What follows belongs to an exercise in optimizing a design on an open flow for small area and a short achievable clock period; a production flow would make more cautious choices. Only simulation tests tie the RTL to the original design; equivalence was not proved.

Design ntt_butterfly, start of the top module:
module ntt_butterfly
#(
    parameter REG_SIZE = 23
)
(
    input  wire                 clk,
    input  wire                 reset_n,
    input  wire                 zeroize,
    input  wire [2:0]           mode,
    input  wire                 accumulate,
    input  wire                 mlkem,
    input  wire  [REG_SIZE-1:0] opu_i,
    input  wire  [REG_SIZE-1:0] opv_i,
    input  wire  [REG_SIZE-1:0] opw_i,
    output logic [REG_SIZE-1:0] u_o,
    output logic [REG_SIZE-1:0] v_o,
    output logic [REG_SIZE-1:0] pwm_res_o,
    output logic [REG_SIZE-1:0] pairwm_mul_red_o
);
Settings: LEC_CHECK=0, CAP_MARGIN=20, CORE_MARGIN=2, CORE_UTILIZATION=40, SETUP_SLACK_MARGIN=5, SLEW_MARGIN=20; clock period 13.0 ns.
run.sh (not shown) runs the stock make flow with config.mk's settings and CLKGATE_MAP_FILE= SYNTH_SCRIPT=/design/flow/synth_recipe.tcl, a recipe that flattens the netlist after the stock synthesis.
Edit:
--- a/flow/design.v
+++ b/flow/design.v
@@ -28,43 +28,33 @@
         end else begin
             mode_r <= mode; mlkem_r <= mlkem;
         end
     end
     wire m_ct  = (mode_r == CT);
     wire m_gs  = (mode_r == GS);
     wire m_pwm = (mode_r == PWM);
     wire m_pwa = (mode_r == PWA);
     wire m_pws = (mode_r == PWS);
     wire [24:0] q1  = mlkem_r ? 25'd3329 : 25'd8380417;
     wire [24:0] qn  = mlkem_r ? (25'h1000000 - 25'd3329 + 25'h1000000) : (25'h1000000 - 25'd8380417 + 25'h1000000);
     logic [22:0] c_d, red;
-    logic [26:0] t_s, t_c;
-    wire  [26:0] c00 = t_s + t_c;           
-    wire        t_neg = c00[26];
-    wire        t_ge1 = !t_neg && (c00[25:0] >= {1'b0, q1});
-    wire        t_ge2 = !t_neg && (c00[25:0] >= (mlkem_r ? 26'd6658 : 26'd16760834));
-    wire [24:0] nkq = t_neg ? q1 : t_ge2 ? (mlkem_r ? 25'h1FFE5FE : 25'h1003FFE) :
-                      t_ge1 ? qn : 25'd0;
-    wire [24:0] pkq = t_neg ? qn : t_ge2 ? (mlkem_r ? 25'd6658 : 25'd16760834) :
-                      t_ge1 ? q1 : 25'd0;
     wire         share = m_ct | m_pwm;
     wire [22:0]  ax = share ? c_d : opu_i;
-    wire [24:0]  ay = share ? c00[24:0] : {2'b0, opv_i};
+    wire [22:0]  ay = share ? red : opv_i;
     wire        p_odd = m_gs & (ax[0] ^ ay[0]);
-    wire [24:0] kqa   = share ? nkq : (p_odd ? q1 : 25'd0);
-    wire [24:0] kqs   = share ? pkq : (p_odd ? q1 : 25'd0);
-    wire [24:0] s_a   = {2'b0, ax} + ay + kqa;                      
+    wire [24:0] kq    = p_odd ? q1 : 25'd0;
+    wire [24:0] s_a   = {2'b0, ax} + {2'b0, ay} + kq;               
     wire [24:0] s_x   = m_gs ? {1'b0, s_a[24:1]} : s_a;             
     wire [24:0] s_m   = s_x + qn;                                   
-    wire [24:0] d_a   = {2'b0, ax} + ~ay + 25'd1 + kqs;             
+    wire [24:0] d_a   = {2'b0, ax} + {2'b11, ~ay} + 25'd1 + kq;     
     wire [24:0] d_x   = m_gs ? {d_a[24], d_a[24:1]} : d_a;          
     wire [22:0] d_p   = d_x[22:0] + q1[22:0];                       
     wire [22:0] addm = s_m[24] ? s_x[22:0] : s_m[22:0];             
     wire [22:0] subm = d_x[24] ? d_p : d_x[22:0];                   
     wire [22:0] a_n = m_ct ? opv_i : m_gs ? subm : opu_i;
     wire [22:0] b_n = (m_ct | m_gs) ? opw_i : opv_i;
     logic [22:0] c_n;
     always_comb begin
         case (mode_r)
             CT:      c_n = opu_i;
             GS:      c_n = addm;
             PWM:     c_n = opw_i;
@@ -1639,40 +1629,43 @@
     assign fk_41 = (fk_15 & fk_16) | (fk_15 & kt2[8]) | (fk_16 & kt2[8]);
     assign fk_42 = fk_17 ^ fk_18 ^ kt2[9];
     assign fk_43 = (fk_17 & fk_18) | (fk_17 & kt2[9]) | (fk_18 & kt2[9]);
     assign fk_44 = fk_19 ^ fk_20 ^ kt2[10];
     assign fk_45 = (fk_19 & fk_20) | (fk_19 & kt2[10]) | (fk_20 & kt2[10]);
     assign fk_46 = fk_21 ^ fk_22 ^ kt2[11];
     assign fk_47 = (fk_21 & fk_22) | (fk_21 & kt2[11]) | (fk_22 & kt2[11]);
     assign fk_48 = fk_23 ^ kt0[12];
     assign fk_49 = fk_23 & kt0[12];
     assign kem_s = {kt0[12], kt0[12], kt0[12], kt0[12], kt0[12], kt0[12], kt0[12], kt0[12], kt0[12], kt0[12], kt0[12], kt0[12], kt0[12], fk_49, fk_47, fk_45, fk_43, fk_41, fk_39, fk_37, fk_35, fk_33, fk_31, fk_29, fk_27, fk_25, fk_24};
     assign kem_c = {1'b0, 1'b0, 1'b0, 1'b0, 1'b0, 1'b0, 1'b0, 1'b0, 1'b0, 1'b0, 1'b0, 1'b0, 1'b0, kt0[12], fk_48, fk_46, fk_44, fk_42, fk_40, fk_38, fk_36, fk_34, fk_32, fk_30, fk_28, fk_26, kt2[0]};
     wire [45:0] prod = mul_s + mul_c;
+    logic [26:0] t_s, t_c;
     always_ff @(posedge clk or negedge reset_n) begin
         if (!reset_n) begin
             t_s <= '0; t_c <= '0; c_d <= '0;
         end else if (zeroize) begin
             t_s <= '0; t_c <= '0; c_d <= '0;
         end else begin
             t_s <= mlkem_r ? kem_s : dsa_s;
             t_c <= mlkem_r ? kem_c : dsa_c;
             c_d <= c_r;
         end
     end
-    wire [22:0] qa_p1 = mlkem_r ? 23'd3329      : 23'h7FE001;
-    wire [22:0] qa_m1 = mlkem_r ? 23'h7FF2FF    : 23'h001FFF;
-    wire [22:0] qa_m2 = mlkem_r ? 23'h7FE5FE    : 23'h003FFE;
-    wire [22:0] kadd  = t_neg ? qa_p1 : t_ge2 ? qa_m2 : t_ge1 ? qa_m1 : 23'd0;
-    assign red = c00[22:0] + kadd;
+    wire [26:0] c00 = t_s + t_c;
+    wire [26:0] cp1 = c00 + {2'b0, q1};
+    wire [26:0] cm1 = c00 + {2'b11, qn};
+    wire [26:0] cm2 = c00 + (mlkem_r ? 27'h7FFE5FE : 27'h7003FFE);
+    assign red = !cm2[26] ? cm2[22:0] :
+                 !cm1[26] ? cm1[22:0] :
+                 !c00[26] ? c00[22:0] : cp1[22:0];
     logic [22:0] uo_r, vo_r;
     always_ff @(posedge clk or negedge reset_n) begin
         if (!reset_n) begin
             uo_r <= '0; vo_r <= '0;
         end else if (zeroize) begin
             uo_r <= '0; vo_r <= '0;
         end else begin
             uo_r <= m_gs ? c_d : addm;
             vo_r <= m_gs ? red : subm;
         end
     end
     wire en_uv   = (mode == CT) || (mode == GS);
Outcome: Maximum frequency falls slightly; synthesized cell count rises by a few percent; worst setup slack loses 0.13 ns; global-route usage rises by 0.80 points; die area rises by a few percent.

---

Another version of the RTL of ntt_butterfly (not shown whole).
Size in the first run: ~4600 cells after synthesis, ~210 flip-flops, ~170 I/O pins, ~38000 um2 of cells after synthesis.
clock: 13.0 ns
lec_check: 0
cap_margin: 20
core_margin: 2
core_utilization: 40
setup_slack_margin: 5
slew_margin: 20
The first run finished with max-capacitance violations, max-slew violations left.
==> next run, changes <==
--- a/flow/design.v
+++ b/flow/design.v
@@ -32,22 +32,24 @@
     wire m_ct  = (mode_r == CT);
     wire m_gs  = (mode_r == GS);
     wire m_pwm = (mode_r == PWM);
     wire m_pwa = (mode_r == PWA);
     wire m_pws = (mode_r == PWS);
     wire [24:0] q1  = mlkem_r ? 25'd3329 : 25'd8380417;
     wire [22:0] hq  = mlkem_r ? 23'd1665 : 23'd4190209;        
     wire [24:0] qn  = mlkem_r ? (25'h1000000 - 25'd3329 + 25'h1000000) : (25'h1000000 - 25'd8380417 + 25'h1000000);
     logic [22:0] c_d, red;
     wire         share = m_ct | m_pwm;
-    wire [22:0]  ax = share ? c_d : opu_i;
-    wire [22:0]  ay = share ? red : opv_i;
+    wire [22:0]  hu = {1'b0, opu_i[22:1]} + (opu_i[0] ? hq : 23'd0);
+    wire [22:0]  hv = {1'b0, opv_i[22:1]} + (opv_i[0] ? hq : 23'd0);
+    wire [22:0]  ax = share ? c_d : m_gs ? hu : opu_i;
+    wire [22:0]  ay = share ? red : m_gs ? hv : opv_i;
     wire [24:0] s_a = {2'b0, ax} + {2'b0, ay};                  
     wire [24:0] s_m = {2'b0, ax} + {2'b0, ay} + qn;             
     wire [24:0] d_a = {2'b0, ax} + {2'b11, ~ay} + 25'd1;        
     wire [24:0] d_p = {2'b0, ax} + {2'b11, ~ay} + 25'd1 + q1;   
     wire [22:0] addm = s_m[24] ? s_a[22:0] : s_m[22:0];        
     wire [22:0] subm = d_a[24] ? d_p[22:0] : d_a[22:0];        
     wire [22:0] a_n = m_ct ? opv_i : m_gs ? subm : opu_i;
     wire [22:0] b_n = (m_ct | m_gs) ? opw_i : opv_i;
     logic [22:0] c_n;
     always_comb begin
@@ -1971,31 +1973,29 @@
     assign cm2_49 = (t_s[24] & t_c[24]) | (t_s[24] & 1'b1) | (t_c[24] & 1'b1);
     assign cm2_50 = t_s[25] ^ t_c[25] ^ 1'b1;
     assign cm2_51 = (t_s[25] & t_c[25]) | (t_s[25] & 1'b1) | (t_c[25] & 1'b1);
     assign cm2_52 = t_s[26] ^ t_c[26] ^ 1'b1;
     assign cm2_53 = (t_s[26] & t_c[26]) | (t_s[26] & 1'b1) | (t_c[26] & 1'b1);
     wire [26:0] cm2 = {cm2_52, cm2_50, cm2_48, cm2_46, cm2_44, cm2_42, cm2_40, cm2_38, cm2_36, cm2_34, cm2_32, cm2_30, cm2_28, cm2_26, cm2_24, cm2_22, cm2_20, cm2_18, cm2_16, cm2_14, cm2_12, cm2_10, cm2_8, cm2_6, cm2_4, cm2_2, cm2_0} + {cm2_51, cm2_49, cm2_47, cm2_45, cm2_43, cm2_41, cm2_39, cm2_37, cm2_35, cm2_33, cm2_31, cm2_29, cm2_27, cm2_25, cm2_23, cm2_21, cm2_19, cm2_17, cm2_15, cm2_13, cm2_11, cm2_9, cm2_7, cm2_5, cm2_3, cm2_1, 1'b0};
     wire [26:0] c00 = t_s + t_c;
     assign red = !cm2[26] ? cm2[22:0] :
                  !cm1[26] ? cm1[22:0] :
                  !c00[26] ? c00[22:0] : cp1[22:0];
-    wire [22:0] hc = {1'b0, c_d[22:1]} + (c_d[0] ? hq : 23'd0);
-    wire [22:0] hr = {1'b0, red[22:1]} + (red[0] ? hq : 23'd0);
     logic [22:0] uo_r, vo_r;
     always_ff @(posedge clk or negedge reset_n) begin
         if (!reset_n) begin
             uo_r <= '0; vo_r <= '0;
         end else if (zeroize) begin
             uo_r <= '0; vo_r <= '0;
         end else begin
-            uo_r <= m_gs ? hc : addm;
-            vo_r <= m_gs ? hr : subm;
+            uo_r <= m_gs ? c_d : addm;
+            vo_r <= m_gs ? red : subm;
         end
     end
     wire en_uv   = (mode == CT) || (mode == GS);
     wire en_c    = (mode == PWA) || (mode == PWS);
     wire en_acc  = (mode == PWM) && !mlkem &&  accumulate;
     wire en_red  = (mode == PWM) && !mlkem && !accumulate;
     wire en_pair = (mode == PAIRWM) && mlkem;
     assign u_o              = en_uv ? uo_r : '0;
     assign v_o              = en_uv ? vo_r : '0;
     assign pwm_res_o        = (en_c ? c_r : '0) | (en_acc ? uo_r : '0) | (en_red ? red : '0);
The new run passed the timing, design-rule and antenna checks.
Routed wire length went up by 5.5%.
Global-route usage climbs by 1.8 points.
Via count is higher by 1.7%.
Register-to-register slack is better by 0.12 ns.
Final cell count rises by 0.95%.
Synthesized cell count increases by 1.3%.

separate check: timing with driven ports:
No port has a modelled driver above. Below, the same layouts with a new extraction and two added sets of constraints.
Step 1 (the two cells are an assumption about what drives the block):
set clk [get_ports {clk}]
set_driving_cell -lib_cell sky130_fd_sc_hd__clkbuf_16 $clk
set_driving_cell -lib_cell sky130_fd_sc_hd__buf_2 [delete_from_list [all_inputs] $clk]
Step 2 moves the port delays by t, midway between the first and last clock arrival at a register: inputs arrive t later, outputs are due t later. That takes back most of the time a late clock gives input paths.
a / b / c = ideal / step 1 / step 2; a / b = the first two.
run	shift t [ns]	setup slack, ns	clock arrival spread, ns	pins driven straight from the clock port
the first run of note 1	0.631	2.452 / 2.384 / 2.500	0.040 / 0.040	1
the second run of note 1	0.639	2.324 / 2.324 / 2.324	0.060 / 0.060	1
the first run of note 2	0.647	4.750 / 4.750 / 4.520	0.025 / 0.025	1
the second run of note 2	0.677	4.832 / 4.843 / 4.165	0.038 / 0.039	1
The setup slack of the second run of note 2, which loses most, moves by +0.011 ns with the drivers and by -0.667 ns with both steps.
